What follows belongs to an exercise in optimizing a design on an open flow for small area; a production flow would make more cautious choices. Function was not checked in any run shown here: the RTL went through the layout flow alone. Power is estimated from default activity; no workload was simulated.

<file path="constraint.sdc">
create_clock -name core_clock -period 10.0 [get_ports {clk}]
set_input_delay 2.0000 -clock core_clock [delete_from_list [all_inputs] [get_ports {clk}]]
set_output_delay 2.0000 -clock core_clock [all_outputs]
set_load 0.01 [all_outputs]
</file>
<file path="config.mk">
export PLATFORM = sky130hd
export DESIGN_NAME = FinalProject
export DESIGN_NICKNAME = FinalProject
export VERILOG_FILES = /design/flow/design.v
export SDC_FILE = /design/flow/constraint.sdc
export NUM_CORES = 4
export LEC_CHECK = 0
export CAP_MARGIN = 20
export CORE_MARGIN = 2
export CORE_UTILIZATION = 40
export CTS_BUF_LIST = sky130_fd_sc_hd__clkbuf_4
export SLEW_MARGIN = 20
</file>
<file path="design.v">
module	Reset_Delay( input iCLK, input iRST_N, input iWrap, output reg oRESET);
reg	[2:0]	Cont;
always@(posedge iCLK or negedge iRST_N)
begin
	if(!iRST_N)
	begin
		Cont	<=	3'd0;
		oRESET	<=	1'b0;
	end
	else if(!oRESET && iWrap)
	begin
		Cont	<=	Cont + 1'b1;
		if(Cont[2])
			oRESET	<=	1'b1;
	end
end
endmodule
module LCD_Controller (
input [7:0] iDATA,
input iRS,
input iStart,
output reg oDone,
input iCLK,iRST_N,
output [7:0] LCD_DATA,
output LCD_RW,
output LCD_EN,
output LCD_RS	);
reg		[4:0]	Cont;
reg		preStart;
wire	rise = iStart & ~preStart;
assign	LCD_DATA	=	iDATA;
assign	LCD_RW		=	1'b0;
assign	LCD_RS		=	iRS;
assign	LCD_EN		=	Cont[4] | (&Cont[3:1]);
always@(posedge iCLK or negedge iRST_N)
begin
	if(!iRST_N)
	begin
		oDone	<=	1'b0;
		preStart<=	1'b0;
		Cont	<=	5'd0;
	end
	else
	begin
		preStart<=	iStart;
		if(Cont != 5'd0)
			Cont	<=	Cont + 1'b1;
		else if(rise)
			Cont	<=	5'd12;
		if(&Cont)
			oDone	<=	1'b1;
		else if(rise)
			oDone	<=	1'b0;
	end
end
endmodule
module    LCD_TEST (
	input rst, Pulse,
	input [1:0]Kind,
	input [4:0]Qn,
  input iCLK,iRST_N,
  output oWrap,
  output [7:0]     LCD_DATA,
  output LCD_RW,LCD_EN,LCD_RS
);
reg    [5:0]    LUT_INDEX;
wire   [8:0]    LUT_DATA;
reg    [1:0]    mLCD_ST;
reg    [9:0]    mDLY;
reg    [7:0]    mLCD_DATA;
reg        mLCD_RS;
wire        mLCD_Done;
wire        mLCD_Start = (mLCD_ST == 2'd1);
wire        run = ~(LUT_INDEX[5] & LUT_INDEX[4]);
wire   [9:0]    mDLY_next = {mDLY[8:0], mDLY[9] ^ mDLY[6]};
wire        dly_end = (mDLY == 10'h200);
assign oWrap = dly_end;
always@(posedge iCLK or negedge iRST_N)
begin
    if(!iRST_N)
    begin
        LUT_INDEX    <=    6'd10;
        mLCD_ST      <=    2'd0;
        mLCD_DATA    <=    8'd0;
        mLCD_RS      <=    1'b0;
    end
    else
    begin
        if(Pulse)
        begin
            LUT_INDEX    <=    6'd10;
            mLCD_ST      <=    2'd0;
            mLCD_DATA    <=    8'd0;
            mLCD_RS      <=    1'b0;
        end
        if(run)
        begin
            case(mLCD_ST)
            2'd0:    begin
                    mLCD_DATA    <=    LUT_DATA[7:0];
                    mLCD_RS      <=    LUT_DATA[8];
                    mLCD_ST      <=    2'd1;
                end
            2'd1:    if(mLCD_Done) mLCD_ST <= 2'd2;
            2'd2:    if(dly_end) mLCD_ST <= 2'd3;
            2'd3:    begin
                    LUT_INDEX    <=    LUT_INDEX + 1'b1;
                    mLCD_ST      <=    2'd0;
                end
            endcase
        end
    end
end
always@(posedge iCLK or negedge rst)
begin
    if(!rst)
        mDLY    <=    10'h240;
    else if(!iRST_N)
        mDLY    <=    mDLY_next;
    else
    begin
        if(Pulse)
            mDLY    <=    10'h001;
        if(run && mLCD_ST == 2'd2)
            mDLY    <=    mDLY_next;
    end
end
LCD_LUT lut(.idx(LUT_INDEX), .kind(Kind), .qn(Qn), .data(LUT_DATA));
LCD_Controller u0(
.iDATA(mLCD_DATA),
.iRS(mLCD_RS),
.iStart(mLCD_Start),
.oDone(mLCD_Done),
.iCLK(iCLK),
.iRST_N(iRST_N),
.LCD_DATA(LCD_DATA),
.LCD_RW(LCD_RW),
.LCD_EN(LCD_EN),
.LCD_RS(LCD_RS)    );
endmodule
module LCD_LUT(input [5:0] idx, input [1:0] kind, input [4:0] qn, output reg [8:0] data);
always @(*) begin
  if (idx[5]) begin
    data[8] = 1'b1;
    casez ({kind, qn, idx[3:0]})
      {2'b01, 5'b?????, 4'd0}: data[7:0] = 8'h20;
      {2'b01, 5'b?????, 4'd1}: data[7:0] = 8'h20;
      {2'b01, 5'b?????, 4'd2}: data[7:0] = 8'h20;
      {2'b01, 5'b?????, 4'd3}: data[7:0] = 8'h20;
      {2'b01, 5'b?????, 4'd4}: data[7:0] = 8'h20;
      {2'b01, 5'b?????, 4'd5}: data[7:0] = 8'h57;
      {2'b01, 5'b?????, 4'd6}: data[7:0] = 8'h72;
      {2'b01, 5'b?????, 4'd7}: data[7:0] = 8'h6F;
      {2'b01, 5'b?????, 4'd8}: data[7:0] = 8'h6E;
      {2'b01, 5'b?????, 4'd9}: data[7:0] = 8'h67;
      {2'b01, 5'b?????, 4'd10}: data[7:0] = 8'h21;
      {2'b01, 5'b?????, 4'd11}: data[7:0] = 8'h20;
      {2'b01, 5'b?????, 4'd12}: data[7:0] = 8'h20;
      {2'b01, 5'b?????, 4'd13}: data[7:0] = 8'h20;
      {2'b01, 5'b?????, 4'd14}: data[7:0] = 8'h20;
      {2'b01, 5'b?????, 4'd15}: data[7:0] = 8'h20;
      {2'b10, 5'b?????, 4'd0}: data[7:0] = 8'h20;
      {2'b10, 5'b?????, 4'd1}: data[7:0] = 8'h20;
      {2'b10, 5'b?????, 4'd2}: data[7:0] = 8'h20;
      {2'b10, 5'b?????, 4'd3}: data[7:0] = 8'h20;
      {2'b10, 5'b?????, 4'd4}: data[7:0] = 8'h43;
      {2'b10, 5'b?????, 4'd5}: data[7:0] = 8'h6F;
      {2'b10, 5'b?????, 4'd6}: data[7:0] = 8'h72;
      {2'b10, 5'b?????, 4'd7}: data[7:0] = 8'h72;
      {2'b10, 5'b?????, 4'd8}: data[7:0] = 8'h65;
      {2'b10, 5'b?????, 4'd9}: data[7:0] = 8'h63;
      {2'b10, 5'b?????, 4'd10}: data[7:0] = 8'h74;
      {2'b10, 5'b?????, 4'd11}: data[7:0] = 8'h21;
      {2'b10, 5'b?????, 4'd12}: data[7:0] = 8'h20;
      {2'b10, 5'b?????, 4'd13}: data[7:0] = 8'h20;
      {2'b10, 5'b?????, 4'd14}: data[7:0] = 8'h20;
      {2'b10, 5'b?????, 4'd15}: data[7:0] = 8'h20;
      {2'b11, 5'b?????, 4'd0}: data[7:0] = 8'h4E;
      {2'b11, 5'b?????, 4'd1}: data[7:0] = 8'h69;
      {2'b11, 5'b?????, 4'd2}: data[7:0] = 8'h63;
      {2'b11, 5'b?????, 4'd3}: data[7:0] = 8'h65;
      {2'b11, 5'b?????, 4'd4}: data[7:0] = 8'h20;
      {2'b11, 5'b?????, 4'd5}: data[7:0] = 8'h54;
      {2'b11, 5'b?????, 4'd6}: data[7:0] = 8'h6F;
      {2'b11, 5'b?????, 4'd7}: data[7:0] = 8'h20;
      {2'b11, 5'b?????, 4'd8}: data[7:0] = 8'h53;
      {2'b11, 5'b?????, 4'd9}: data[7:0] = 8'h65;
      {2'b11, 5'b?????, 4'd10}: data[7:0] = 8'h65;
      {2'b11, 5'b?????, 4'd11}: data[7:0] = 8'h20;
      {2'b11, 5'b?????, 4'd12}: data[7:0] = 8'h59;
      {2'b11, 5'b?????, 4'd13}: data[7:0] = 8'h6F;
      {2'b11, 5'b?????, 4'd14}: data[7:0] = 8'h75;
      {2'b11, 5'b?????, 4'd15}: data[7:0] = 8'h21;
      {2'b00, 5'd0, 4'd0}: data[7:0] = 8'h20;
      {2'b00, 5'd0, 4'd1}: data[7:0] = 8'h20;
      {2'b00, 5'd0, 4'd2}: data[7:0] = 8'h20;
      {2'b00, 5'd0, 4'd3}: data[7:0] = 8'h20;
      {2'b00, 5'd0, 4'd4}: data[7:0] = 8'h20;
      {2'b00, 5'd0, 4'd5}: data[7:0] = 8'h20;
      {2'b00, 5'd0, 4'd6}: data[7:0] = 8'h43;
      {2'b00, 5'd0, 4'd7}: data[7:0] = 8'h65;
      {2'b00, 5'd0, 4'd8}: data[7:0] = 8'h72;
      {2'b00, 5'd0, 4'd9}: data[7:0] = 8'h6F;
      {2'b00, 5'd0, 4'd10}: data[7:0] = 8'h3F;
      {2'b00, 5'd0, 4'd11}: data[7:0] = 8'h20;
      {2'b00, 5'd0, 4'd12}: data[7:0] = 8'h20;
      {2'b00, 5'd0, 4'd13}: data[7:0] = 8'h20;
      {2'b00, 5'd0, 4'd14}: data[7:0] = 8'h20;
      {2'b00, 5'd0, 4'd15}: data[7:0] = 8'h20;
      {2'b00, 5'd1, 4'd0}: data[7:0] = 8'h20;
      {2'b00, 5'd1, 4'd1}: data[7:0] = 8'h20;
      {2'b00, 5'd1, 4'd2}: data[7:0] = 8'h20;
      {2'b00, 5'd1, 4'd3}: data[7:0] = 8'h20;
      {2'b00, 5'd1, 4'd4}: data[7:0] = 8'h20;
      {2'b00, 5'd1, 4'd5}: data[7:0] = 8'h20;
      {2'b00, 5'd1, 4'd6}: data[7:0] = 8'h55;
      {2'b00, 5'd1, 4'd7}: data[7:0] = 8'h6E;
      {2'b00, 5'd1, 4'd8}: data[7:0] = 8'h6F;
      {2'b00, 5'd1, 4'd9}: data[7:0] = 8'h3F;
      {2'b00, 5'd1, 4'd10}: data[7:0] = 8'h20;
      {2'b00, 5'd1, 4'd11}: data[7:0] = 8'h20;
      {2'b00, 5'd1, 4'd12}: data[7:0] = 8'h20;
      {2'b00, 5'd1, 4'd13}: data[7:0] = 8'h20;
      {2'b00, 5'd1, 4'd14}: data[7:0] = 8'h20;
      {2'b00, 5'd1, 4'd15}: data[7:0] = 8'h20;
      {2'b00, 5'd2, 4'd0}: data[7:0] = 8'h20;
      {2'b00, 5'd2, 4'd1}: data[7:0] = 8'h20;
      {2'b00, 5'd2, 4'd2}: data[7:0] = 8'h20;
      {2'b00, 5'd2, 4'd3}: data[7:0] = 8'h20;
      {2'b00, 5'd2, 4'd4}: data[7:0] = 8'h20;
      {2'b00, 5'd2, 4'd5}: data[7:0] = 8'h20;
      {2'b00, 5'd2, 4'd6}: data[7:0] = 8'h44;
      {2'b00, 5'd2, 4'd7}: data[7:0] = 8'h6F;
      {2'b00, 5'd2, 4'd8}: data[7:0] = 8'h73;
      {2'b00, 5'd2, 4'd9}: data[7:0] = 8'h3F;
      {2'b00, 5'd2, 4'd10}: data[7:0] = 8'h20;
      {2'b00, 5'd2, 4'd11}: data[7:0] = 8'h20;
      {2'b00, 5'd2, 4'd12}: data[7:0] = 8'h20;
      {2'b00, 5'd2, 4'd13}: data[7:0] = 8'h20;
      {2'b00, 5'd2, 4'd14}: data[7:0] = 8'h20;
      {2'b00, 5'd2, 4'd15}: data[7:0] = 8'h20;
      {2'b00, 5'd3, 4'd0}: data[7:0] = 8'h20;
      {2'b00, 5'd3, 4'd1}: data[7:0] = 8'h20;
      {2'b00, 5'd3, 4'd2}: data[7:0] = 8'h20;
      {2'b00, 5'd3, 4'd3}: data[7:0] = 8'h20;
      {2'b00, 5'd3, 4'd4}: data[7:0] = 8'h20;
      {2'b00, 5'd3, 4'd5}: data[7:0] = 8'h54;
      {2'b00, 5'd3, 4'd6}: data[7:0] = 8'h72;
      {2'b00, 5'd3, 4'd7}: data[7:0] = 8'h65;
      {2'b00, 5'd3, 4'd8}: data[7:0] = 8'h73;
      {2'b00, 5'd3, 4'd9}: data[7:0] = 8'h3F;
      {2'b00, 5'd3, 4'd10}: data[7:0] = 8'h20;
      {2'b00, 5'd3, 4'd11}: data[7:0] = 8'h20;
      {2'b00, 5'd3, 4'd12}: data[7:0] = 8'h20;
      {2'b00, 5'd3, 4'd13}: data[7:0] = 8'h20;
      {2'b00, 5'd3, 4'd14}: data[7:0] = 8'h20;
      {2'b00, 5'd3, 4'd15}: data[7:0] = 8'h20;
      {2'b00, 5'd4, 4'd0}: data[7:0] = 8'h20;
      {2'b00, 5'd4, 4'd1}: data[7:0] = 8'h20;
      {2'b00, 5'd4, 4'd2}: data[7:0] = 8'h20;
      {2'b00, 5'd4, 4'd3}: data[7:0] = 8'h20;
      {2'b00, 5'd4, 4'd4}: data[7:0] = 8'h20;
      {2'b00, 5'd4, 4'd5}: data[7:0] = 8'h43;
      {2'b00, 5'd4, 4'd6}: data[7:0] = 8'h75;
      {2'b00, 5'd4, 4'd7}: data[7:0] = 8'h61;
      {2'b00, 5'd4, 4'd8}: data[7:0] = 8'h74;
      {2'b00, 5'd4, 4'd9}: data[7:0] = 8'h72;
      {2'b00, 5'd4, 4'd10}: data[7:0] = 8'h6F;
      {2'b00, 5'd4, 4'd11}: data[7:0] = 8'h3F;
      {2'b00, 5'd4, 4'd12}: data[7:0] = 8'h20;
      {2'b00, 5'd4, 4'd13}: data[7:0] = 8'h20;
      {2'b00, 5'd4, 4'd14}: data[7:0] = 8'h20;
      {2'b00, 5'd4, 4'd15}: data[7:0] = 8'h20;
      {2'b00, 5'd5, 4'd0}: data[7:0] = 8'h20;
      {2'b00, 5'd5, 4'd1}: data[7:0] = 8'h20;
      {2'b00, 5'd5, 4'd2}: data[7:0] = 8'h20;
      {2'b00, 5'd5, 4'd3}: data[7:0] = 8'h20;
      {2'b00, 5'd5, 4'd4}: data[7:0] = 8'h20;
      {2'b00, 5'd5, 4'd5}: data[7:0] = 8'h43;
      {2'b00, 5'd5, 4'd6}: data[7:0] = 8'h69;
      {2'b00, 5'd5, 4'd7}: data[7:0] = 8'h6E;
      {2'b00, 5'd5, 4'd8}: data[7:0] = 8'h63;
      {2'b00, 5'd5, 4'd9}: data[7:0] = 8'h6F;
      {2'b00, 5'd5, 4'd10}: data[7:0] = 8'h3F;
      {2'b00, 5'd5, 4'd11}: data[7:0] = 8'h20;
      {2'b00, 5'd5, 4'd12}: data[7:0] = 8'h20;
      {2'b00, 5'd5, 4'd13}: data[7:0] = 8'h20;
      {2'b00, 5'd5, 4'd14}: data[7:0] = 8'h20;
      {2'b00, 5'd5, 4'd15}: data[7:0] = 8'h20;
      {2'b00, 5'd6, 4'd0}: data[7:0] = 8'h20;
      {2'b00, 5'd6, 4'd1}: data[7:0] = 8'h20;
      {2'b00, 5'd6, 4'd2}: data[7:0] = 8'h20;
      {2'b00, 5'd6, 4'd3}: data[7:0] = 8'h20;
      {2'b00, 5'd6, 4'd4}: data[7:0] = 8'h20;
      {2'b00, 5'd6, 4'd5}: data[7:0] = 8'h20;
      {2'b00, 5'd6, 4'd6}: data[7:0] = 8'h53;
      {2'b00, 5'd6, 4'd7}: data[7:0] = 8'h65;
      {2'b00, 5'd6, 4'd8}: data[7:0] = 8'h69;
      {2'b00, 5'd6, 4'd9}: data[7:0] = 8'h73;
      {2'b00, 5'd6, 4'd10}: data[7:0] = 8'h3F;
      {2'b00, 5'd6, 4'd11}: data[7:0] = 8'h20;
      {2'b00, 5'd6, 4'd12}: data[7:0] = 8'h20;
      {2'b00, 5'd6, 4'd13}: data[7:0] = 8'h20;
      {2'b00, 5'd6, 4'd14}: data[7:0] = 8'h20;
      {2'b00, 5'd6, 4'd15}: data[7:0] = 8'h20;
      {2'b00, 5'd7, 4'd0}: data[7:0] = 8'h20;
      {2'b00, 5'd7, 4'd1}: data[7:0] = 8'h20;
      {2'b00, 5'd7, 4'd2}: data[7:0] = 8'h20;
      {2'b00, 5'd7, 4'd3}: data[7:0] = 8'h20;
      {2'b00, 5'd7, 4'd4}: data[7:0] = 8'h20;
      {2'b00, 5'd7, 4'd5}: data[7:0] = 8'h53;
      {2'b00, 5'd7, 4'd6}: data[7:0] = 8'h69;
      {2'b00, 5'd7, 4'd7}: data[7:0] = 8'h65;
      {2'b00, 5'd7, 4'd8}: data[7:0] = 8'h74;
      {2'b00, 5'd7, 4'd9}: data[7:0] = 8'h65;
      {2'b00, 5'd7, 4'd10}: data[7:0] = 8'h3F;
      {2'b00, 5'd7, 4'd11}: data[7:0] = 8'h20;
      {2'b00, 5'd7, 4'd12}: data[7:0] = 8'h20;
      {2'b00, 5'd7, 4'd13}: data[7:0] = 8'h20;
      {2'b00, 5'd7, 4'd14}: data[7:0] = 8'h20;
      {2'b00, 5'd7, 4'd15}: data[7:0] = 8'h20;
      {2'b00, 5'd8, 4'd0}: data[7:0] = 8'h20;
      {2'b00, 5'd8, 4'd1}: data[7:0] = 8'h20;
      {2'b00, 5'd8, 4'd2}: data[7:0] = 8'h20;
      {2'b00, 5'd8, 4'd3}: data[7:0] = 8'h20;
      {2'b00, 5'd8, 4'd4}: data[7:0] = 8'h20;
      {2'b00, 5'd8, 4'd5}: data[7:0] = 8'h4F;
      {2'b00, 5'd8, 4'd6}: data[7:0] = 8'h63;
      {2'b00, 5'd8, 4'd7}: data[7:0] = 8'h68;
      {2'b00, 5'd8, 4'd8}: data[7:0] = 8'h6F;
      {2'b00, 5'd8, 4'd9}: data[7:0] = 8'h3F;
      {2'b00, 5'd8, 4'd10}: data[7:0] = 8'h20;
      {2'b00, 5'd8, 4'd11}: data[7:0] = 8'h20;
      {2'b00, 5'd8, 4'd12}: data[7:0] = 8'h20;
      {2'b00, 5'd8, 4'd13}: data[7:0] = 8'h20;
      {2'b00, 5'd8, 4'd14}: data[7:0] = 8'h20;
      {2'b00, 5'd8, 4'd15}: data[7:0] = 8'h20;
      {2'b00, 5'd9, 4'd0}: data[7:0] = 8'h20;
      {2'b00, 5'd9, 4'd1}: data[7:0] = 8'h20;
      {2'b00, 5'd9, 4'd2}: data[7:0] = 8'h20;
      {2'b00, 5'd9, 4'd3}: data[7:0] = 8'h20;
      {2'b00, 5'd9, 4'd4}: data[7:0] = 8'h20;
      {2'b00, 5'd9, 4'd5}: data[7:0] = 8'h4E;
      {2'b00, 5'd9, 4'd6}: data[7:0] = 8'h75;
      {2'b00, 5'd9, 4'd7}: data[7:0] = 8'h65;
      {2'b00, 5'd9, 4'd8}: data[7:0] = 8'h76;
      {2'b00, 5'd9, 4'd9}: data[7:0] = 8'h65;
      {2'b00, 5'd9, 4'd10}: data[7:0] = 8'h3F;
      {2'b00, 5'd9, 4'd11}: data[7:0] = 8'h20;
      {2'b00, 5'd9, 4'd12}: data[7:0] = 8'h20;
      {2'b00, 5'd9, 4'd13}: data[7:0] = 8'h20;
      {2'b00, 5'd9, 4'd14}: data[7:0] = 8'h20;
      {2'b00, 5'd9, 4'd15}: data[7:0] = 8'h20;
      {2'b00, 5'd10, 4'd0}: data[7:0] = 8'h20;
      {2'b00, 5'd10, 4'd1}: data[7:0] = 8'h20;
      {2'b00, 5'd10, 4'd2}: data[7:0] = 8'h20;
      {2'b00, 5'd10, 4'd3}: data[7:0] = 8'h20;
      {2'b00, 5'd10, 4'd4}: data[7:0] = 8'h20;
      {2'b00, 5'd10, 4'd5}: data[7:0] = 8'h44;
      {2'b00, 5'd10, 4'd6}: data[7:0] = 8'h69;
      {2'b00, 5'd10, 4'd7}: data[7:0] = 8'h65;
      {2'b00, 5'd10, 4'd8}: data[7:0] = 8'h7A;
      {2'b00, 5'd10, 4'd9}: data[7:0] = 8'h3F;
      {2'b00, 5'd10, 4'd10}: data[7:0] = 8'h20;
      {2'b00, 5'd10, 4'd11}: data[7:0] = 8'h20;
      {2'b00, 5'd10, 4'd12}: data[7:0] = 8'h20;
      {2'b00, 5'd10, 4'd13}: data[7:0] = 8'h20;
      {2'b00, 5'd10, 4'd14}: data[7:0] = 8'h20;
      {2'b00, 5'd10, 4'd15}: data[7:0] = 8'h20;
      {2'b00, 5'd11, 4'd0}: data[7:0] = 8'h20;
      {2'b00, 5'd11, 4'd1}: data[7:0] = 8'h20;
      {2'b00, 5'd11, 4'd2}: data[7:0] = 8'h20;
      {2'b00, 5'd11, 4'd3}: data[7:0] = 8'h20;
      {2'b00, 5'd11, 4'd4}: data[7:0] = 8'h20;
      {2'b00, 5'd11, 4'd5}: data[7:0] = 8'h4F;
      {2'b00, 5'd11, 4'd6}: data[7:0] = 8'h6E;
      {2'b00, 5'd11, 4'd7}: data[7:0] = 8'h63;
      {2'b00, 5'd11, 4'd8}: data[7:0] = 8'h65;
      {2'b00, 5'd11, 4'd9}: data[7:0] = 8'h3F;
      {2'b00, 5'd11, 4'd10}: data[7:0] = 8'h20;
      {2'b00, 5'd11, 4'd11}: data[7:0] = 8'h20;
      {2'b00, 5'd11, 4'd12}: data[7:0] = 8'h20;
      {2'b00, 5'd11, 4'd13}: data[7:0] = 8'h20;
      {2'b00, 5'd11, 4'd14}: data[7:0] = 8'h20;
      {2'b00, 5'd11, 4'd15}: data[7:0] = 8'h20;
      {2'b00, 5'd12, 4'd0}: data[7:0] = 8'h20;
      {2'b00, 5'd12, 4'd1}: data[7:0] = 8'h20;
      {2'b00, 5'd12, 4'd2}: data[7:0] = 8'h20;
      {2'b00, 5'd12, 4'd3}: data[7:0] = 8'h20;
      {2'b00, 5'd12, 4'd4}: data[7:0] = 8'h20;
      {2'b00, 5'd12, 4'd5}: data[7:0] = 8'h44;
      {2'b00, 5'd12, 4'd6}: data[7:0] = 8'h6F;
      {2'b00, 5'd12, 4'd7}: data[7:0] = 8'h63;
      {2'b00, 5'd12, 4'd8}: data[7:0] = 8'h65;
      {2'b00, 5'd12, 4'd9}: data[7:0] = 8'h3F;
      {2'b00, 5'd12, 4'd10}: data[7:0] = 8'h20;
      {2'b00, 5'd12, 4'd11}: data[7:0] = 8'h20;
      {2'b00, 5'd12, 4'd12}: data[7:0] = 8'h20;
      {2'b00, 5'd12, 4'd13}: data[7:0] = 8'h20;
      {2'b00, 5'd12, 4'd14}: data[7:0] = 8'h20;
      {2'b00, 5'd12, 4'd15}: data[7:0] = 8'h20;
      {2'b00, 5'd13, 4'd0}: data[7:0] = 8'h20;
      {2'b00, 5'd13, 4'd1}: data[7:0] = 8'h20;
      {2'b00, 5'd13, 4'd2}: data[7:0] = 8'h20;
      {2'b00, 5'd13, 4'd3}: data[7:0] = 8'h20;
      {2'b00, 5'd13, 4'd4}: data[7:0] = 8'h20;
      {2'b00, 5'd13, 4'd5}: data[7:0] = 8'h54;
      {2'b00, 5'd13, 4'd6}: data[7:0] = 8'h72;
      {2'b00, 5'd13, 4'd7}: data[7:0] = 8'h65;
      {2'b00, 5'd13, 4'd8}: data[7:0] = 8'h63;
      {2'b00, 5'd13, 4'd9}: data[7:0] = 8'h65;
      {2'b00, 5'd13, 4'd10}: data[7:0] = 8'h3F;
      {2'b00, 5'd13, 4'd11}: data[7:0] = 8'h20;
      {2'b00, 5'd13, 4'd12}: data[7:0] = 8'h20;
      {2'b00, 5'd13, 4'd13}: data[7:0] = 8'h20;
      {2'b00, 5'd13, 4'd14}: data[7:0] = 8'h20;
      {2'b00, 5'd13, 4'd15}: data[7:0] = 8'h20;
      {2'b00, 5'd14, 4'd0}: data[7:0] = 8'h20;
      {2'b00, 5'd14, 4'd1}: data[7:0] = 8'h20;
      {2'b00, 5'd14, 4'd2}: data[7:0] = 8'h20;
      {2'b00, 5'd14, 4'd3}: data[7:0] = 8'h20;
      {2'b00, 5'd14, 4'd4}: data[7:0] = 8'h43;
      {2'b00, 5'd14, 4'd5}: data[7:0] = 8'h61;
      {2'b00, 5'd14, 4'd6}: data[7:0] = 8'h74;
      {2'b00, 5'd14, 4'd7}: data[7:0] = 8'h6F;
      {2'b00, 5'd14, 4'd8}: data[7:0] = 8'h72;
      {2'b00, 5'd14, 4'd9}: data[7:0] = 8'h63;
      {2'b00, 5'd14, 4'd10}: data[7:0] = 8'h65;
      {2'b00, 5'd14, 4'd11}: data[7:0] = 8'h3F;
      {2'b00, 5'd14, 4'd12}: data[7:0] = 8'h20;
      {2'b00, 5'd14, 4'd13}: data[7:0] = 8'h20;
      {2'b00, 5'd14, 4'd14}: data[7:0] = 8'h20;
      {2'b00, 5'd14, 4'd15}: data[7:0] = 8'h20;
      {2'b00, 5'd15, 4'd0}: data[7:0] = 8'h20;
      {2'b00, 5'd15, 4'd1}: data[7:0] = 8'h20;
      {2'b00, 5'd15, 4'd2}: data[7:0] = 8'h20;
      {2'b00, 5'd15, 4'd3}: data[7:0] = 8'h20;
      {2'b00, 5'd15, 4'd4}: data[7:0] = 8'h51;
      {2'b00, 5'd15, 4'd5}: data[7:0] = 8'h75;
      {2'b00, 5'd15, 4'd6}: data[7:0] = 8'h69;
      {2'b00, 5'd15, 4'd7}: data[7:0] = 8'h6E;
      {2'b00, 5'd15, 4'd8}: data[7:0] = 8'h63;
      {2'b00, 5'd15, 4'd9}: data[7:0] = 8'h65;
      {2'b00, 5'd15, 4'd10}: data[7:0] = 8'h3F;
      {2'b00, 5'd15, 4'd11}: data[7:0] = 8'h20;
      {2'b00, 5'd15, 4'd12}: data[7:0] = 8'h20;
      {2'b00, 5'd15, 4'd13}: data[7:0] = 8'h20;
      {2'b00, 5'd15, 4'd14}: data[7:0] = 8'h20;
      {2'b00, 5'd15, 4'd15}: data[7:0] = 8'h20;
      {2'b00, 5'd16, 4'd0}: data[7:0] = 8'h20;
      {2'b00, 5'd16, 4'd1}: data[7:0] = 8'h20;
      {2'b00, 5'd16, 4'd2}: data[7:0] = 8'h20;
      {2'b00, 5'd16, 4'd3}: data[7:0] = 8'h20;
      {2'b00, 5'd16, 4'd4}: data[7:0] = 8'h56;
      {2'b00, 5'd16, 4'd5}: data[7:0] = 8'h65;
      {2'b00, 5'd16, 4'd6}: data[7:0] = 8'h69;
      {2'b00, 5'd16, 4'd7}: data[7:0] = 8'h6E;
      {2'b00, 5'd16, 4'd8}: data[7:0] = 8'h74;
      {2'b00, 5'd16, 4'd9}: data[7:0] = 8'h65;
      {2'b00, 5'd16, 4'd10}: data[7:0] = 8'h3F;
      {2'b00, 5'd16, 4'd11}: data[7:0] = 8'h20;
      {2'b00, 5'd16, 4'd12}: data[7:0] = 8'h20;
      {2'b00, 5'd16, 4'd13}: data[7:0] = 8'h20;
      {2'b00, 5'd16, 4'd14}: data[7:0] = 8'h20;
      {2'b00, 5'd16, 4'd15}: data[7:0] = 8'h20;
      {2'b00, 5'd17, 4'd0}: data[7:0] = 8'h20;
      {2'b00, 5'd17, 4'd1}: data[7:0] = 8'h20;
      {2'b00, 5'd17, 4'd2}: data[7:0] = 8'h20;
      {2'b00, 5'd17, 4'd3}: data[7:0] = 8'h54;
      {2'b00, 5'd17, 4'd4}: data[7:0] = 8'h72;
      {2'b00, 5'd17, 4'd5}: data[7:0] = 8'h65;
      {2'b00, 5'd17, 4'd6}: data[7:0] = 8'h69;
      {2'b00, 5'd17, 4'd7}: data[7:0] = 8'h6E;
      {2'b00, 5'd17, 4'd8}: data[7:0] = 8'h74;
      {2'b00, 5'd17, 4'd9}: data[7:0] = 8'h61;
      {2'b00, 5'd17, 4'd10}: data[7:0] = 8'h3F;
      {2'b00, 5'd17, 4'd11}: data[7:0] = 8'h20;
      {2'b00, 5'd17, 4'd12}: data[7:0] = 8'h20;
      {2'b00, 5'd17, 4'd13}: data[7:0] = 8'h20;
      {2'b00, 5'd17, 4'd14}: data[7:0] = 8'h20;
      {2'b00, 5'd17, 4'd15}: data[7:0] = 8'h20;
      {2'b00, 5'd18, 4'd0}: data[7:0] = 8'h20;
      {2'b00, 5'd18, 4'd1}: data[7:0] = 8'h20;
      {2'b00, 5'd18, 4'd2}: data[7:0] = 8'h20;
      {2'b00, 5'd18, 4'd3}: data[7:0] = 8'h20;
      {2'b00, 5'd18, 4'd4}: data[7:0] = 8'h43;
      {2'b00, 5'd18, 4'd5}: data[7:0] = 8'h61;
      {2'b00, 5'd18, 4'd6}: data[7:0] = 8'h75;
      {2'b00, 5'd18, 4'd7}: data[7:0] = 8'h72;
      {2'b00, 5'd18, 4'd8}: data[7:0] = 8'h65;
      {2'b00, 5'd18, 4'd9}: data[7:0] = 8'h6E;
      {2'b00, 5'd18, 4'd10}: data[7:0] = 8'h74;
      {2'b00, 5'd18, 4'd11}: data[7:0] = 8'h61;
      {2'b00, 5'd18, 4'd12}: data[7:0] = 8'h3F;
      {2'b00, 5'd18, 4'd13}: data[7:0] = 8'h20;
      {2'b00, 5'd18, 4'd14}: data[7:0] = 8'h20;
      {2'b00, 5'd18, 4'd15}: data[7:0] = 8'h20;
      {2'b00, 5'd19, 4'd0}: data[7:0] = 8'h20;
      {2'b00, 5'd19, 4'd1}: data[7:0] = 8'h20;
      {2'b00, 5'd19, 4'd2}: data[7:0] = 8'h20;
      {2'b00, 5'd19, 4'd3}: data[7:0] = 8'h43;
      {2'b00, 5'd19, 4'd4}: data[7:0] = 8'h69;
      {2'b00, 5'd19, 4'd5}: data[7:0] = 8'h6E;
      {2'b00, 5'd19, 4'd6}: data[7:0] = 8'h63;
      {2'b00, 5'd19, 4'd7}: data[7:0] = 8'h75;
      {2'b00, 5'd19, 4'd8}: data[7:0] = 8'h65;
      {2'b00, 5'd19, 4'd9}: data[7:0] = 8'h6E;
      {2'b00, 5'd19, 4'd10}: data[7:0] = 8'h74;
      {2'b00, 5'd19, 4'd11}: data[7:0] = 8'h61;
      {2'b00, 5'd19, 4'd12}: data[7:0] = 8'h3F;
      {2'b00, 5'd19, 4'd13}: data[7:0] = 8'h20;
      {2'b00, 5'd19, 4'd14}: data[7:0] = 8'h20;
      {2'b00, 5'd19, 4'd15}: data[7:0] = 8'h20;
      {2'b00, 5'd20, 4'd0}: data[7:0] = 8'h20;
      {2'b00, 5'd20, 4'd1}: data[7:0] = 8'h20;
      {2'b00, 5'd20, 4'd2}: data[7:0] = 8'h20;
      {2'b00, 5'd20, 4'd3}: data[7:0] = 8'h53;
      {2'b00, 5'd20, 4'd4}: data[7:0] = 8'h65;
      {2'b00, 5'd20, 4'd5}: data[7:0] = 8'h73;
      {2'b00, 5'd20, 4'd6}: data[7:0] = 8'h65;
      {2'b00, 5'd20, 4'd7}: data[7:0] = 8'h6E;
      {2'b00, 5'd20, 4'd8}: data[7:0] = 8'h74;
      {2'b00, 5'd20, 4'd9}: data[7:0] = 8'h61;
      {2'b00, 5'd20, 4'd10}: data[7:0] = 8'h3F;
      {2'b00, 5'd20, 4'd11}: data[7:0] = 8'h20;
      {2'b00, 5'd20, 4'd12}: data[7:0] = 8'h20;
      {2'b00, 5'd20, 4'd13}: data[7:0] = 8'h20;
      {2'b00, 5'd20, 4'd14}: data[7:0] = 8'h20;
      {2'b00, 5'd20, 4'd15}: data[7:0] = 8'h20;
      {2'b00, 5'd21, 4'd0}: data[7:0] = 8'h20;
      {2'b00, 5'd21, 4'd1}: data[7:0] = 8'h20;
      {2'b00, 5'd21, 4'd2}: data[7:0] = 8'h20;
      {2'b00, 5'd21, 4'd3}: data[7:0] = 8'h53;
      {2'b00, 5'd21, 4'd4}: data[7:0] = 8'h65;
      {2'b00, 5'd21, 4'd5}: data[7:0] = 8'h74;
      {2'b00, 5'd21, 4'd6}: data[7:0] = 8'h65;
      {2'b00, 5'd21, 4'd7}: data[7:0] = 8'h6E;
      {2'b00, 5'd21, 4'd8}: data[7:0] = 8'h74;
      {2'b00, 5'd21, 4'd9}: data[7:0] = 8'h61;
      {2'b00, 5'd21, 4'd10}: data[7:0] = 8'h3F;
      {2'b00, 5'd21, 4'd11}: data[7:0] = 8'h20;
      {2'b00, 5'd21, 4'd12}: data[7:0] = 8'h20;
      {2'b00, 5'd21, 4'd13}: data[7:0] = 8'h20;
      {2'b00, 5'd21, 4'd14}: data[7:0] = 8'h20;
      {2'b00, 5'd21, 4'd15}: data[7:0] = 8'h20;
      {2'b00, 5'd22, 4'd0}: data[7:0] = 8'h20;
      {2'b00, 5'd22, 4'd1}: data[7:0] = 8'h20;
      {2'b00, 5'd22, 4'd2}: data[7:0] = 8'h20;
      {2'b00, 5'd22, 4'd3}: data[7:0] = 8'h20;
      {2'b00, 5'd22, 4'd4}: data[7:0] = 8'h20;
      {2'b00, 5'd22, 4'd5}: data[7:0] = 8'h4F;
      {2'b00, 5'd22, 4'd6}: data[7:0] = 8'h63;
      {2'b00, 5'd22, 4'd7}: data[7:0] = 8'h68;
      {2'b00, 5'd22, 4'd8}: data[7:0] = 8'h65;
      {2'b00, 5'd22, 4'd9}: data[7:0] = 8'h6E;
      {2'b00, 5'd22, 4'd10}: data[7:0] = 8'h74;
      {2'b00, 5'd22, 4'd11}: data[7:0] = 8'h61;
      {2'b00, 5'd22, 4'd12}: data[7:0] = 8'h3F;
      {2'b00, 5'd22, 4'd13}: data[7:0] = 8'h20;
      {2'b00, 5'd22, 4'd14}: data[7:0] = 8'h20;
      {2'b00, 5'd22, 4'd15}: data[7:0] = 8'h20;
      {2'b00, 5'd23, 4'd0}: data[7:0] = 8'h20;
      {2'b00, 5'd23, 4'd1}: data[7:0] = 8'h20;
      {2'b00, 5'd23, 4'd2}: data[7:0] = 8'h20;
      {2'b00, 5'd23, 4'd3}: data[7:0] = 8'h20;
      {2'b00, 5'd23, 4'd4}: data[7:0] = 8'h20;
      {2'b00, 5'd23, 4'd5}: data[7:0] = 8'h4E;
      {2'b00, 5'd23, 4'd6}: data[7:0] = 8'h6F;
      {2'b00, 5'd23, 4'd7}: data[7:0] = 8'h76;
      {2'b00, 5'd23, 4'd8}: data[7:0] = 8'h65;
      {2'b00, 5'd23, 4'd9}: data[7:0] = 8'h6E;
      {2'b00, 5'd23, 4'd10}: data[7:0] = 8'h74;
      {2'b00, 5'd23, 4'd11}: data[7:0] = 8'h61;
      {2'b00, 5'd23, 4'd12}: data[7:0] = 8'h3F;
      {2'b00, 5'd23, 4'd13}: data[7:0] = 8'h20;
      {2'b00, 5'd23, 4'd14}: data[7:0] = 8'h20;
      {2'b00, 5'd23, 4'd15}: data[7:0] = 8'h20;
      default: data[7:0] = 8'h20;
    endcase
  end else begin
    case (idx[4:0])
      5'd10: data = 9'h038;
      5'd11: data = 9'h00C;
      5'd12: data = 9'h001;
      5'd13: data = 9'h006;
      5'd14: data = 9'h080;
      5'd15: data = 9'h153;
      5'd16: data = 9'h170;
      5'd17: data = 9'h161;
      5'd18: data = 9'h16E;
      5'd19: data = 9'h169;
      5'd20: data = 9'h173;
      5'd21: data = 9'h168;
      5'd22: data = 9'h13E;
      5'd23: data = 9'h145;
      5'd24: data = 9'h16E;
      5'd25: data = 9'h167;
      5'd26: data = 9'h16C;
      5'd27: data = 9'h169;
      5'd28: data = 9'h173;
      5'd29: data = 9'h168;
      5'd30: data = 9'h120;
      5'd31: data = 9'h0C0;
      default: data = 9'h038;
    endcase
  end
end
endmodule
module lcdlab1(
	input rst,
  input CLOCK_50,
  output LCD_ON,	 
  output LCD_RW,	 
  output LCD_EN,	 
  output LCD_RS,	 
  output [7:0] LCD_DATA,	 
  input [1:0] Kind,
  input [4:0] Qn,
  input Pulse
);
wire DLY_RST;
wire DLY_WRAP;
Reset_Delay r0(.iCLK(CLOCK_50), .iRST_N(rst), .iWrap(DLY_WRAP), .oRESET(DLY_RST));
assign	LCD_ON		=	1'b1;
LCD_TEST u1(
	.rst(rst),
	.Pulse(Pulse),
	.Kind(Kind),
	.Qn(Qn),
   .iCLK(CLOCK_50),
   .iRST_N(DLY_RST),
   .oWrap(DLY_WRAP),
   .LCD_DATA(LCD_DATA),
   .LCD_RW(LCD_RW),
   .LCD_EN(LCD_EN),
   .LCD_RS(LCD_RS)
);
endmodule
module FinalProject(answer, submit, clk, rst, redOut, greenOut, LCD_ON, LCD_RW, LCD_EN, LCD_RS, LCD_DATA);
output LCD_ON;	 
output LCD_RW;	 
output LCD_EN;	 
output LCD_RS;	 
output [7:0] LCD_DATA;	 
input [10:0] answer;
input submit, clk, rst;
output redOut, greenOut;
localparam	Start   = 3'd0,
		pulseS  = 3'd1,
		Q       = 3'd2,
		check   = 3'd3,
		wrong   = 3'd4,
		correct = 3'd5,
		pulseW  = 3'd6,
		pulseC  = 3'd7;
localparam	K_Q       = 2'b00,
		K_WRONG   = 2'b01,
		K_CORRECT = 2'b10,
		K_START   = 2'b11;
reg [2:0] S;
reg [4:0] q;
reg Pulse;
reg Match;	 
reg [1:0] Kind;
assign greenOut = Kind[1] & ~Kind[0];
assign redOut = Kind[0] & ~Kind[1];
wire [10:0] SWO;
debounce_DE2_SW deb(clk, rst, answer, SWO);
reg [10:0] Key;
always @(*)
begin
	case (q)
	5'd0:  Key = 11'b00000000001;
	5'd1:  Key = 11'b00000000010;
	5'd2:  Key = 11'b00000000100;
	5'd3:  Key = 11'b00000001000;
	5'd4:  Key = 11'b00000010000;
	5'd5:  Key = 11'b00000100000;
	5'd6:  Key = 11'b00001000000;
	5'd7:  Key = 11'b00010000000;
	5'd8:  Key = 11'b00100000000;
	5'd9:  Key = 11'b01000000000;
	5'd10: Key = 11'b10000000000;
	5'd11: Key = 11'b10000000010;
	5'd12: Key = 11'b10000000100;
	5'd13: Key = 11'b10000001000;
	5'd14: Key = 11'b10000010000;
	5'd15: Key = 11'b10000100000;
	5'd16: Key = 11'b00000000101;
	5'd17: Key = 11'b00000001001;
	5'd18: Key = 11'b00000010001;
	5'd19: Key = 11'b00000100001;
	5'd20: Key = 11'b00001000001;
	5'd21: Key = 11'b00010000001;
	5'd22: Key = 11'b00100000001;
	default: Key = 11'b01000000001;
	endcase
end
always @ (posedge clk or negedge rst)
begin
	if (rst == 1'b0)
	begin
		S <= Start;
		q <= 5'd0;
		Pulse <= 1'b1;
		Match <= 1'b0;
		Kind <= K_START;
	end
	else
	begin
		case (S)
		Start:
		begin
			Kind <= K_START;
			Pulse <= 1'b0;
			if (submit) S <= pulseS;
		end
		pulseS:
		begin
			Pulse <= 1'b1;
			if (!submit) S <= Q;
		end
		Q:
		begin
			Pulse <= 1'b0;
			Match <= (SWO == Key);
			Kind <= K_Q;
			if (submit) S <= check;
		end
		check:
		begin
			Pulse <= 1'b1;
			if (!submit) S <= Q;
			else if (Match) S <= correct;
			else S <= wrong;
		end
		wrong:
		begin
			Kind <= K_WRONG;
			Pulse <= 1'b0;
			if (!submit) S <= pulseW;
		end
		correct:
		begin
			Kind <= K_CORRECT;
			Pulse <= 1'b0;
			if (!submit) S <= pulseC;
		end
		pulseW:
		begin
			Pulse <= 1'b1;
			S <= Q;
		end
		pulseC:
		begin
			Pulse <= 1'b1;
			if (q == 5'd23)
			begin
				q <= 5'd0;
				S <= Start;
			end
			else
			begin
				q <= q + 1'b1;
				S <= Q;
			end
		end
		endcase
	end
end
lcdlab1 info(
	.rst(rst),
  .CLOCK_50(clk),
  .LCD_ON(LCD_ON),
  .LCD_RW(LCD_RW),
  .LCD_EN(LCD_EN),
  .LCD_RS(LCD_RS),
  .LCD_DATA(LCD_DATA),
  .Kind(Kind),
  .Qn(q),
  .Pulse(Pulse)
);
endmodule
module debounce_DE2_SW (clk, rst_n, answer, SWO);
input rst_n, clk;
input [10:0]answer;
output [10:0]SWO;
wire [10:0]SWO;
debouncer sw0(clk, rst_n, answer[0], SWO[0]);
debouncer sw1(clk, rst_n, answer[1], SWO[1]);
debouncer sw2(clk, rst_n, answer[2], SWO[2]);
debouncer sw3(clk, rst_n, answer[3], SWO[3]);
debouncer sw4(clk, rst_n, answer[4], SWO[4]);
debouncer sw5(clk, rst_n, answer[5], SWO[5]);
debouncer sw6(clk, rst_n, answer[6], SWO[6]);
debouncer sw7(clk, rst_n, answer[7], SWO[7]);
debouncer sw8(clk, rst_n, answer[8], SWO[8]);
debouncer sw9(clk, rst_n, answer[9], SWO[9]);
debouncer sw10(clk, rst_n, answer[10], SWO[10]);
endmodule
module debouncer (clk, rst_n, noisy, clean);
input rst_n, clk, noisy;
output clean;
reg lvl;
reg [12:0] cnt;
wire low0 = ~|cnt[10:0];
wire settled = low0 & ~cnt[11];
wire fresh = settled & cnt[12];
wire last = low0 & cnt[11] & ~cnt[12];
wire fb = (cnt[12] ^ cnt[3] ^ cnt[2] ^ cnt[0]) & ~settled;
assign clean = lvl ^ fresh;
always @ (posedge clk or negedge rst_n)
begin
	if (rst_n == 1'b0)
	begin
		lvl <= 1'b0;
		cnt <= 13'd0;
	end
	else
	begin
		if (settled & (noisy ^ lvl))
			cnt <= 13'h0B1C;
		else
			cnt <= {cnt[11:0], fb};
		if (last)
			lvl <= ~lvl;
	end
end
endmodule
</file>
<file path="run.sh">
#!/bin/bash
# synth_recipe.tcl (not shown) runs the flow's synth.tcl, then flattens the netlist and writes it again
# the make line also repeats each setting of config.mk as NAME=value (left out here)
make -C /OpenROAD-flow-scripts/flow DESIGN_CONFIG=/design/flow/config.mk WORK_HOME=/design/flow/orfs CLKGATE_MAP_FILE= SYNTH_SCRIPT=/design/flow/synth_recipe.tcl finish
</file>
==> results of run 1 <==
[area by class of cell]
cell class                 instances  area (um^2)
clock buffer                      83          623
sequential                       204         5110
inverter                          22         82.6
antenna                            3         7.51
tap                              330          413
clock inverter                    13         58.8
timing repair buffer              33          312
fill                            2433        14100
multi-input combinational        725         4650
[worst min path at each step]
stage          cells past startpoint                        endpoint
6_report                           0       info.u1.mLCD_RS$_DFF_PN0_
2_1_floorplan                      0  info.u1.LUT_INDEX[0]$_DFF_PN0_
3_3_place_gp                       0       deb.sw0.cnt[10]$_DFF_PN0_
5_1_grt                            0  info.u1.mLCD_DATA[4]$_DFF_PN0_
3_5_place_dp                       0        deb.sw6.cnt[6]$_DFF_PN0_
4_1_cts                            0       deb.sw0.cnt[10]$_DFF_PN0_
[layout by cell type, fill, tap and decap left out, drive strengths merged, types with 8 or more instances in the layout]
master         instances
dfrtp                197
nand2                 93
clkbuf                83
nand2b                79
nor2                  62
xnor2                 51
o21ai                 48
a21oi                 40
nand3                 36
nor4                  34
xor2                  33
nor3                  26
clkdlybuf4s50         24
inv                   22
ha                    19
nand3b                15
nor3b                 15
nor2b                 13
clkinv                11
a31oi                 10
buf                    9
o31ai                  8
a21o                   8
[flip-flops by register name, summed over array words and instances (netlist names), 8 cells and up]
signal             flops
deb.sw0.cnt           13
deb.sw1.cnt           13
deb.sw10.cnt          13
deb.sw2.cnt           13
deb.sw3.cnt           13
deb.sw4.cnt           13
deb.sw5.cnt           13
deb.sw6.cnt           13
deb.sw7.cnt           13
deb.sw8.cnt           13
deb.sw9.cnt           13
info.u1.mDLY          10
info.u1.mLCD_DATA      8
[per-layer routing]
metal | vias to the layer above | GRT usage | part of all wire
met2 | 294 | 0.266 | 0.43
met1 | 3676 | 0.276 | 0.47
met3 | 66 | 0.0349 | 0.065
met5 | - | 0 | 0
li1 | 3660 | - | -
met4 | 0 | 0.0806 | 0.035
[worst max-delay path: cells and delay by family, from the launching register on]
| kind | cells | cell delay [ns] |
|---|---|---|
| flip-flops | 1 | 0.74 |
| AND/OR/NAND/NOR | 1 | 0.21 |
| buffers and inverters | 2 | 0.75 |
[cells by family after synthesis]
logic type | Yosys count
and+or+nand+nor | 421
DFF | 204
AOI/OAI and AO/OA | 189
buffers and inverters | 144
xor gates and xnor gates | 84
adders and majority gates | 19
muxes | 10
other | 2
[metrics by stage]
stage | power [W] | hold slack [ns] | cell area (um^2) | instances
after floorplan | 0.00224 | 0.330 | 10400 | 1073
after global placement | 0.00245 | 0.359 | 10600 | 1314
after detailed placement | 0.00245 | 0.361 | 10600 | 1314
after CTS | 0.00319 | 0.361 | 11200 | 1410
after global routing | 0.00340 | 0.324 | 11300 | 1413
final | 0.00316 | 0.264 | 11300 | 1413
[where the power goes]
group	switching, W	total (W)	internal [W]
sequential	0.000283	0.00147	0.00119
clock	0.000335	0.000712	0.000377
combinational	0.000511	0.000969	0.000459
total	0.00113	0.00316	0.00203
==> metrics.md, run 1 <==
| Metric | Value |
|---|---|
| Initial antenna violation count | `1` |
| Final TNS setup | `0 ns` |
| Syn_nets | `between 1000 and 1500` |
| Pre-CTS WS | `6.27 ns` |
| Crit path DAT | `between 2 and 2.5 ns` |
| Minimum clock period | `approximately 4.3 ns` |
| Synth Area in Simple Gates | `0.221` |
| Syn_area_per_cell | `around 9.7 um^2` |
| Cell area power density | `about 280 mW/mm^2` |
| RSZ-0062 raised after global routing | `no` |
| Critical path fanouts, max | `18` |
| Max_cap viols | `0` |
| Max_slew headroom | `0.342` |
| Die Span Y | `about 170 um` |
| Port Buffers | `25` |
| Mapped Cells | `about 1100` |
| Startpoint class of the critical path | `flop` |
| Complex-gate fraction of the synthesized area | `0.122` |
| HPWL after detailed placement | `16.5 mm` |
| Total Routing Usage GR | `0.187` |
| WP data required | `8.00 ns` |
| Max Root-Sink Buffers | `3` |
| First-pass GRT wire length | `just over 40 mm` |
| Setup Skew | `between 0.03 and 0.04 ns` |
| Yosys top cell by area | `dfrtp_1` |
| F_max | `roughly 230 MHz` |
| Via density | `~5.4` |
| Yosys top cell area share | `0.475` |
| Crit path largest cell delay | `between 0.7 and 0.8 ns` |
| Vias | `7696` |
| Area grow syn2layout | `8.53%` |
| Drt initial violations | `just over 600` |
| FFs w/ async S/R, synth | `1.00` |
| VDD IR max | `roughly 140 uV` |
| Status | `timing/DRC/antenna clean` |
| Final WS setup | `5.66 ns` |
| P_leak | `4.82 nW` |
| Total congestion overflow | `0` |
| Clock Latency Late Sink | `about 0.64 ns` |
| Synthesized flop and latch total | `between 200 and 250` |
| Final Hold Viols | `0` |
| CTS tree | `yes` |
| Register-to-Register Path Depth | `9` |
| Resized Gates After CTS | `0` |
| Fin crit share | `0.434` |
| Synth cell count leaders | `dfrtp_1, clkbuf_1, nand2_1, nand2b_1, nor2_1` |
| Count leader, synth | `dfrtp_1` |
| IO Pins | `28` |
| Final #Nets | `1072` |
| Measured slew at the worst slew-check pin | `0.987 ns` |
| Kind of critical path | `flop to primary output` |
| Number of synthesis warnings | `6` |
| Hold buffer count at CTS | `0` |
| Top cells by area, synth | `dfrtp_1, nand2b_1, xnor2_1` |
| Routability cong. | `between 1 and 1.5` |
| Worst reg2reg setup slack | `approximately 6.4 ns` |
| Root Driver | `clkbuf_4` |
| Yosys cell types | `80` |
| Worst r2r src | `info.u1.LUT_INDEX[0]$_DFF_PN0_` |
| Reg-to-Reg End | `info.u1.mLCD_DATA[6]$_DFF_PN0_` |
| Layout cells sized above 1 | `0.120` |
| Top FF cell, synth | `dfrtp_1` |
| Multiplexer share of the synthesized area | `0.0101` |
| Hold Path Class | `flop to async pin` |
| Initial Util | `0.410` |
| Die X | `165 um` |
| Largest net degree at the start of global routing | `110` |
| Post-CTS setup buffer count | `0` |
| Seq/Total Area, Yosys | `0.493` |
| Die area | `approximately 0.027 mm^2` |
| DR DRC count | `0` |
| Clk slew on worst S/H paths | `0.07 ns` |
| CP Cell Sequence | `nand2_1 > inv_1 > clkdlybuf4s50_1` |
| Final Util | `0.444` |
| Antenna-violating nets left | `0` |
| Final number of max-transition violations | `0` |
| Post-Synth Adder-Cell Area | `0.0229` |
| Num CTS Buffers | `53` |
| H-tree Lvls | `2` |
| Rows | `between 50 and 60` |
| Crit path to | `redOut` |
| Setup crit end kind | `primary output` |
| Clk sinks | `roughly 200` |
| Number of synthesized flops with an enable pin | `0` |
| CORE AREA | `0.0253 mm^2` |
| Synth Cell Area | `0.0104 mm^2` |
| Final Routed Wirelength | `approximately 24 mm` |
| Final setup violation count | `0` |
| CP max-delay cell | `dfstp_2` |
| Largest family of logic cells by synthesized area | `simple AND/OR/NAND/NOR gates` |
| Vias in the first global route | `around 7600` |
| Synth Area in XOR/XNOR | `0.0709` |
| DR pass1 iterations | `6` |
| Mean routed wirelength per cell | `~17 um` |
| Worst setup path start | `Kind[0]$_DFFE_PN1P_` |
==> inputs of run 2 (changes only) <==
--- a/config.mk
+++ b/config.mk
@@ -9,4 +9,5 @@
 export CORE_MARGIN = 2
 export CORE_UTILIZATION = 40
-export CTS_BUF_LIST = sky130_fd_sc_hd__clkbuf_4
+export CTS_BUF_LIST = sky130_fd_sc_hd__clkbuf_8
+export CTS_CLUSTER_SIZE = 30
 export SLEW_MARGIN = 20
==> run 2 against run 1 <==
Still clean. Global-route usage shrank 0.18 points. First-iteration DRC count grew 7.0%. Sequential share of layout area shrank 0.18 points. Design area grew 0.40%. Maximum frequency grew 3.2%. Register-to-register slack is essentially flat. Clock power grew about 10%. Hold slack lost 0.0033 ns. Final cell count shrank 2.8%. Die area is the same. Non-clock buffer count is the same.
==> metrics.md, run 2 <==
| Metric | Value |
|---|---|
| Total congestion overflow | `0` |
| Status | `timing/DRC/antenna clean` |
| Largest net degree at the start of global routing | `110` |
| CORE AREA | `about 0.025 mm^2` |
| Setup Skew | `between 0.02 and 0.025 ns` |
| Die area | `around 0.027 mm^2` |
| Port Buffers | `25` |
| Multiplexer share of the synthesized area | `0.0101` |
| Yosys cell types | `80` |
| Mapped Cells | `1073` |
| Total Routing Usage GR | `0.185` |
| Minimum clock period | `~4.2 ns` |
| Worst setup path start | `Kind[0]$_DFFE_PN1P_` |
| Cell area power density | `~290 mW/mm^2` |
| Met1 Track Usage GR | `0.278` |
| F_max | `roughly 240 MHz` |
| Register-to-Register Path Depth | `9` |
| Crit path DAT | `roughly 2.2 ns` |
| Syn_area_per_cell | `around 9.7 um^2` |
| Initial antenna violation count | `0` |
| DR DRC count | `0` |
| Gr busiest metal | `met1` |
| N_diodes | `0` |
| RSZ-0062 raised after global routing | `no` |
| Setup crit end kind | `primary output` |
| Number of synthesis warnings | `6` |
| Hold Path Class | `flop to async pin` |
| Number of synthesized flops with an enable pin | `0` |
| Die Span Y | `about 170 um` |
| Vias in the first global route | `7357` |
| Synthesized flop and latch total | `~200` |
| Max_slew headroom | `0.358` |
| Root Driver | `clkbuf_8` |
| Final Routed Wirelength | `about 24 mm` |
| Drt initial violations | `646` |
| Area grow syn2layout | `8.96%` |
| Post-Synth Adder-Cell Area | `0.0229` |
| Worst r2r src | `info.u1.LUT_INDEX[0]$_DFF_PN0_` |
| Synth Cell Area | `0.0104 mm^2` |
| First-pass GRT wire length | `around 40 mm` |
| Final #Nets | `between 1000 and 1500` |
| Fin crit share | `0.420` |
| Resized Gates After CTS | `0` |
| Top FF cell, synth | `dfrtp_1` |
| Max Root-Sink Buffers | `3` |
| Rows | `between 50 and 60` |
| Complex-gate fraction of the synthesized area | `0.122` |
| Max_cap viols | `0` |
| Post-CTS setup buffer count | `0` |
| Final Hold Viols | `0` |
| WP data required | `around 8.0 ns` |
| Clk sinks | `204` |
| Syn_nets | `around 1100` |
| CTS tree | `yes` |
| IO Pins | `28` |
| Routability cong. | `roughly 1.0` |
| Yosys top cell area share | `0.475` |
| Antenna-violating nets left | `0` |
| Clk slew on worst S/H paths | `roughly 0.060 ns` |
| Yosys top cell by area | `dfrtp_1` |
| Initial Util | `0.410` |
| Top cells by area, synth | `dfrtp_1, nand2b_1, xnor2_1` |
| Fillers | `between 2000 and 2500` |
| Layout cells sized above 1 | `0.0872` |
| Final TNS setup | `0 ns` |
| Synth Area in Simple Gates | `0.221` |
| Synth cell count leaders | `dfrtp_1, clkbuf_1, nand2_1, nand2b_1, nor2_1` |
| Critical path fanouts, max | `18` |
| HPWL after detailed placement | `approximately 17 mm` |
| Met3 usage | `0.0337` |
| Via density | `about 5.5` |
| Final WS setup | `5.80 ns` |
| Measured slew at the worst slew-check pin | `around 0.96 ns` |
| Kind of critical path | `flop to primary output` |
| Crit path to | `redOut` |
| Final number of max-transition violations | `0` |
| Commonest non-fill, non-tap cell in the layout | `dfrtp_1` |
| Num CTS Buffers | `36` |
| Synth Area in XOR/XNOR | `0.0709` |
| Final setup violation count | `0` |
| P_leak | `slightly below 5 nW` |
| FFs w/ async S/R, synth | `1.00` |
| Largest family of logic cells by synthesized area | `simple AND/OR/NAND/NOR gates` |
| Met2 usage | `0.264` |
| Startpoint class of the critical path | `flop` |
| Vias | `between 7000 and 8000` |
| H-tree Lvls | `2` |
| Clock Latency Late Sink | `0.51 ns` |
| Reg-to-Reg End | `info.u1.mLCD_DATA[6]$_DFF_PN0_` |
| DR pass1 iterations | `5` |
| Pre-CTS WS | `~6.3 ns` |
| Hold buffer count at CTS | `0` |
| Mean routed wirelength per cell | `17.6 um` |
| Count leader, synth | `dfrtp_1` |
| Commonest non-fill, non-tap cells in the layout | `dfrtp_1, nand2_1, nand2b_1` |
| VDD IR max | `roughly 150 uV` |
| Seq/Total Area, Yosys | `0.493` |
| Worst reg2reg setup slack | `6.36 ns` |
| Die X | `between 150 and 200 um` |
-- run 2: logic make-up (layout without fill, tap and decap cells) --
group	count (synthesis)	after routing
mux	10	10
xor+xnor	84	84
flops	204	204
fa+ha+maj	19	19
buf+inv	144	115
other cells	2	2
simple gates	421	421
compound gates	189	189
-- run 2: final cells by class --
| type | count | area (um^2) | share of cell area |
|---|---|---|---|
| multi-input cells | 725 | 4650 | 0.411 |
| flip-flops and latches | 204 | 5110 | 0.453 |
| repair buffers | 33 | 312 | 0.0276 |
| clock inverters | 18 | 156 | 0.0138 |
| clock buffers | 42 | 578 | 0.0511 |
| well taps | 330 | 413 | 0.0365 |
| inverters | 22 | 82.6 | 0.00731 |
-- run 2: critical path: stages, from the launching register on --
cell	delay [ns]
dfstp_2	0.74
nand2_1	0.21
inv_1	0.19
clkdlybuf4s50_1	0.56
-- run 2: power breakdown --
group	switching [W]	total [W]	internal, W
logic	0.000509	0.000968	0.000459
clock network	0.000325	0.000783	0.000458
registers	0.000282	0.00147	0.00119
-- run 2: per-layer routing --
layer | routed length [um] | part of all wire
met4 | 741 | 0.031
met2 | 10600 | 0.44
met5 | 0 | 0
met1 | 11300 | 0.47
met3 | 1560 | 0.064
-- run 2: worst min path at each step --
stage / startpoint / to / depth (start not counted)
after floorplan: info.r0.oRESET$_DFFE_PN0P_ / info.u1.LUT_INDEX[0]$_DFF_PN0_ / 0
final: info.r0.oRESET$_DFFE_PN0P_ / info.u1.mLCD_DATA[4]$_DFF_PN0_ / 0
after CTS: deb.sw0.cnt[6]$_DFF_PN0_ / deb.sw0.cnt[7]$_DFF_PN0_ / 0
after global routing: info.r0.oRESET$_DFFE_PN0P_ / info.u1.mLCD_DATA[2]$_DFF_PN0_ / 0
after global placement: deb.sw0.cnt[9]$_DFF_PN0_ / deb.sw0.cnt[10]$_DFF_PN0_ / 0
after detailed placement: deb.sw6.cnt[5]$_DFF_PN0_ / deb.sw6.cnt[6]$_DFF_PN0_ / 0
-- run 2: stage by stage --
stage | hold WS, ns | total power, W | util | area (um^2) | std cells
finish | 0.261 | 0.00322 | 0.446 | 11300 | 1374
global route | 0.320 | 0.00346 | 0.446 | 11300 | 1374
CTS | 0.368 | 0.00326 | 0.446 | 11300 | 1374
detailed placement | 0.361 | 0.00245 | 0.417 | 10600 | 1314
global placement | 0.359 | 0.00245 | 0.417 | 10600 | 1314
floorplan | 0.330 | 0.00224 | - | 10400 | 1073
==> inputs of run 3 (changes only) <==
==> flow/run.sh (new file) <==
#!/bin/bash
# Own layout flow: the standard ORFS flow (standard.sh), with two
# changes: synthesis maps the logic with an area-oriented ABC script
# (flow/abc_area.script, in a copy of ORFS's scripts folder), and clock tree
# synthesis uses fewer, larger clusters and no dummy loads.
set -euo pipefail
W=$PWD
rm -rf "$W/scr"
cp -r "$FLOW_HOME/scripts" "$W/scr"
cp "$W/flow/abc_area.script" "$W/scr/abc_area.script"
CTS="$(cat "$W/flow/cts_args.txt")"
bash "$W/standard.sh" SCRIPTS_DIR="$W/scr" ABC_AREA=1 "CTS_ARGS=$CTS" finish > "$W/orfs_make.log" 2>&1
==> flow/abc_area.script (new file) <==
strash
&get -n
&deepsyn -T 30
&dch
&nf -R 1000
&put
topo
==> flow/cts_args.txt (new file) <==
-sink_clustering_enable -repair_clock_nets -dont_use_dummy_load -buf_list sky130_fd_sc_hd__clkbuf_16 -sink_clustering_size 30 -sink_clustering_max_diameter 100
==> standard.sh (new file) <==
#!/bin/bash
# synth_recipe.tcl (not shown) runs the flow's synth.tcl, then flattens the netlist and writes it again
# the make line also repeats each setting of config.mk as NAME=value (left out here)
make -C /OpenROAD-flow-scripts/flow DESIGN_CONFIG=/design/flow/config.mk WORK_HOME=/design/flow/orfs CLKGATE_MAP_FILE= SYNTH_SCRIPT=/design/flow/synth_recipe.tcl "${@:-finish}"
--- a/config.mk
+++ b/config.mk
@@ -9,5 +9,3 @@
 export CORE_MARGIN = 2
 export CORE_UTILIZATION = 40
-export CTS_BUF_LIST = sky130_fd_sc_hd__clkbuf_8
-export CTS_CLUSTER_SIZE = 30
 export SLEW_MARGIN = 20
removed: run.sh
==> run 3 against run 2 <==
Global-route usage shrank 1.3 points. Synthesized cell count shrank 13%. Hold slack lost 0.0076 ns. Worst setup slack lost 0.086 ns. Critical path type unchanged. Final cell count shrank 10%. Clock power shrank 43%. Combinational power grew 1%. Wire length shrank 14%. Total power shrank 9.6%. Sequential power is essentially flat. Area after synthesis shrank 9.6%. Die area shrank 9.4%.
==> metrics.md, run 3 <==
| Metric | Value |
|---|---|
| Vias | `6638` |
| Critical path fanouts, max | `11` |
| Area grow syn2layout | `7.63%` |
| Yosys cell types | `57` |
| Antenna-violating nets left | `0` |
| RSZ-0062 raised after global routing | `no` |
| Worst reg2reg setup slack | `just over 6 ns` |
| Mapped Cells | `937` |
| CTS tree | `yes` |
| Seq/Total Area, Yosys | `0.545` |
| NetSw | `0.00107 W` |
| Final number of max-transition violations | `0` |
| Clk slew on worst S/H paths | `roughly 0.10 ns` |
| Synthesized flop and latch total | `about 200` |
| H-tree Lvls | `1` |
| Largest net degree at the start of global routing | `around 110` |
| Cell area power density | `between 200 and 300 mW/mm^2` |
| Die Span Y | `157 um` |
| Total congestion overflow | `0` |
| Total Routing Usage GR | `0.172` |
| VDD IR max | `roughly 100 uV` |
| Top FF cell, synth | `dfrtp_1` |
| Fillers | `about 2300` |
| Comb pwr share | `0.336` |
| Final TNS setup | `0 ns` |
| P_leak | `roughly 4.2 nW` |
| Root Driver | `clkbuf_16` |
| Vias in the first global route | `around 6500` |
| Syn_nets | `a little under 1000` |
| Rows | `56` |
| Layout cells sized above 1 | `0.0285` |
| Minimum clock period | `about 4.3 ns` |
| Clock Latency Late Sink | `between 0.4 and 0.5 ns` |
| Number of synthesized flops with an enable pin | `0` |
| Resized Gates After CTS | `0` |
| Initial antenna violation count | `0` |
| Final Hold Viols | `0` |
| Count leader, synth | `dfrtp_1` |
| Max_cap viols | `0` |
| Initial Util | `0.403` |
| Crit path DAT | `around 2.3 ns` |
| Sequential power share | `0.511` |
| Number of synthesis warnings | `6` |
| Status | `timing/DRC/antenna clean` |
| Commonest non-fill, non-tap cells in the layout | `dfrtp_1, nor2_1, nand2_1` |
| CORE AREA | `roughly 0.023 mm^2` |
| Reg-to-Reg End | `info.u1.mLCD_DATA[1]$_DFF_PN0_` |
| DR DRC count | `0` |
| Synth Cell Area | `between 0.009 and 0.01 mm^2` |
| Mean routed wirelength per cell | `roughly 17 um` |
| Syn_area_per_cell | `roughly 10 um^2` |
| Top cells by area, synth | `dfrtp_1, nand2b_1, xnor2_1` |
| Final std cells w/o fill | `around 1200` |
| Final Routed Wirelength | `around 21 mm` |
| Final Util | `0.434` |
| Internal power | `0.00184 W` |
| Post-CTS setup buffer count | `0` |
| Final #Nets | `roughly 950` |
| Routability cong. | `0.961` |
| Clk sinks | `approximately 200` |
| F_max | `233 MHz` |
| Final setup violation count | `0` |
| DP Area | `roughly 0.0098 mm^2` |
| Startpoint class of the critical path | `flop` |
| Max Root-Sink Buffers | `3` |
| Worst r2r src | `q[2]$_DFFE_PN0P_` |
| Max_slew headroom | `0.373` |
| Net Sw Frac | `0.367` |
| WP data required | `8.00 ns` |
| Setup crit end kind | `primary output` |
| Commonest non-fill, non-tap cell in the layout | `dfrtp_1` |
| Kind of critical path | `flop to primary output` |
| FFs w/ async S/R, synth | `1.00` |
| Port Buffers | `25` |
| Clk pwr share | `0.153` |
| Register-to-Register Path Depth | `10` |
| Fin crit share | `0.429` |
| Hold buffer count at CTS | `0` |
| HPWL after detailed placement | `14.7 mm` |
| Hold Path Class | `flop to async pin` |
| Placed cells | `around 1200` |
| IO Pins | `28` |
| N_diodes | `0` |
| Synth cell count leaders | `dfrtp_1, nor2_1, nand2_1, nand2b_1, buf_1` |
| Post-route cell area | `0.0101 mm^2` |
| Drt initial violations | `roughly 740` |
| DR pass1 iterations | `8` |
| Via density | `5.39` |
| Setup Skew | `a little over 0.05 ns` |
| Die X | `around 160 um` |
| First-pass GRT wire length | `between 30 and 40 mm` |
| Die area | `0.0247 mm^2` |
| Measured slew at the worst slew-check pin | `between 0.9 and 1 ns` |
| Yosys top cell area share | `0.526` |
| Yosys top cell by area | `dfrtp_1` |
| Num CTS Buffers | `11` |
run 3: worst max-delay path, stage by stage (launching register included):
cell	delay [ns]
dfstp_2	0.65
nor2b_1	0.52
clkdlybuf4s50_1	0.65
run 3: how the worst max path moves through the flow:
| stage | from | to | slack, ns | depth (start not counted) |
|---|---|---|---|---|
| after floorplan | q[3]$_DFFE_PN0P_ | info.u1.mLCD_DATA[4]$_DFF_PN0_ | 6.86 | 11 |
| after global placement | Kind[1]$_DFFE_PN1P_ | greenOut | 6.24 | 2 |
| after detailed placement | Kind[1]$_DFFE_PN1P_ | greenOut | 6.22 | 2 |
| after CTS | Kind[1]$_DFFE_PN1P_ | greenOut | 5.68 | 2 |
| after global routing | Kind[1]$_DFFE_PN1P_ | greenOut | 5.59 | 2 |
| final | Kind[1]$_DFFE_PN1P_ | greenOut | 5.71 | 2 |
run 3: through the flow:
stage | total power [W] | hold WS (ns) | setup WS (ns)
after global placement | 0.00248 | 0.261 | 6.24
final | 0.00292 | 0.253 | 5.71
after detailed placement | 0.00248 | 0.264 | 6.22
after CTS | 0.00294 | 0.278 | 5.68
after floorplan | 0.00223 | 0.328 | 6.86
after global routing | 0.00314 | 0.323 | 5.59
run 3: cells by family after synthesis:
group                      count (synthesis)  share of synthesized area
muxes                                      3                    0.00347
AOI/OAI and AO/OA                        156                      0.110
adders and majority gates                 19                     0.0254
xor gates and xnor gates                  77                     0.0719
and+or+nand+nor                          391                      0.208
buffers and inverters                     85                     0.0348
DFF                                      204                      0.545
other                                      2                   0.000801
run 3: layout make-up:
class	count	area [um^2]	share of cell area
Clock buffer	11	275	0.0273
Multi-Input combinational cell	648	3940	0.390
Inverter	17	63.8	0.00632
Sequential cell	204	5110	0.507
Timing Repair Buffer	32	304	0.0301
Tap cell	319	399	0.0395
run 3: power groups by stage:
stage	clock network (W)	logic [W]	registers, W
5_1_grt	0.000494	0.00110	0.00155
4_1_cts	0.000469	0.000979	0.00150
3_5_place_dp	0	0.000971	0.00151
6_report	0.000445	0.000980	0.00149
3_3_place_gp	0	0.000974	0.00150
2_1_floorplan	0	0.000799	0.00143
run 3: routing by layer:
metal,track usage,share of wire,vias up
met4,0.0567,0.034,0
met1,0.258,0.47,3201
met2,0.255,0.43,230
met5,0,0,-
li1,-,-,3155
met3,0.0275,0.058,52

Check on run 3: ideal ports give 5.710 ns setup slack; a clkbuf_16 on the clock port and buf_2 on the inputs give 5.667 ns; moving port delays by the midpoint clock arrival (0.493 ns) as well gives 6.049 ns.
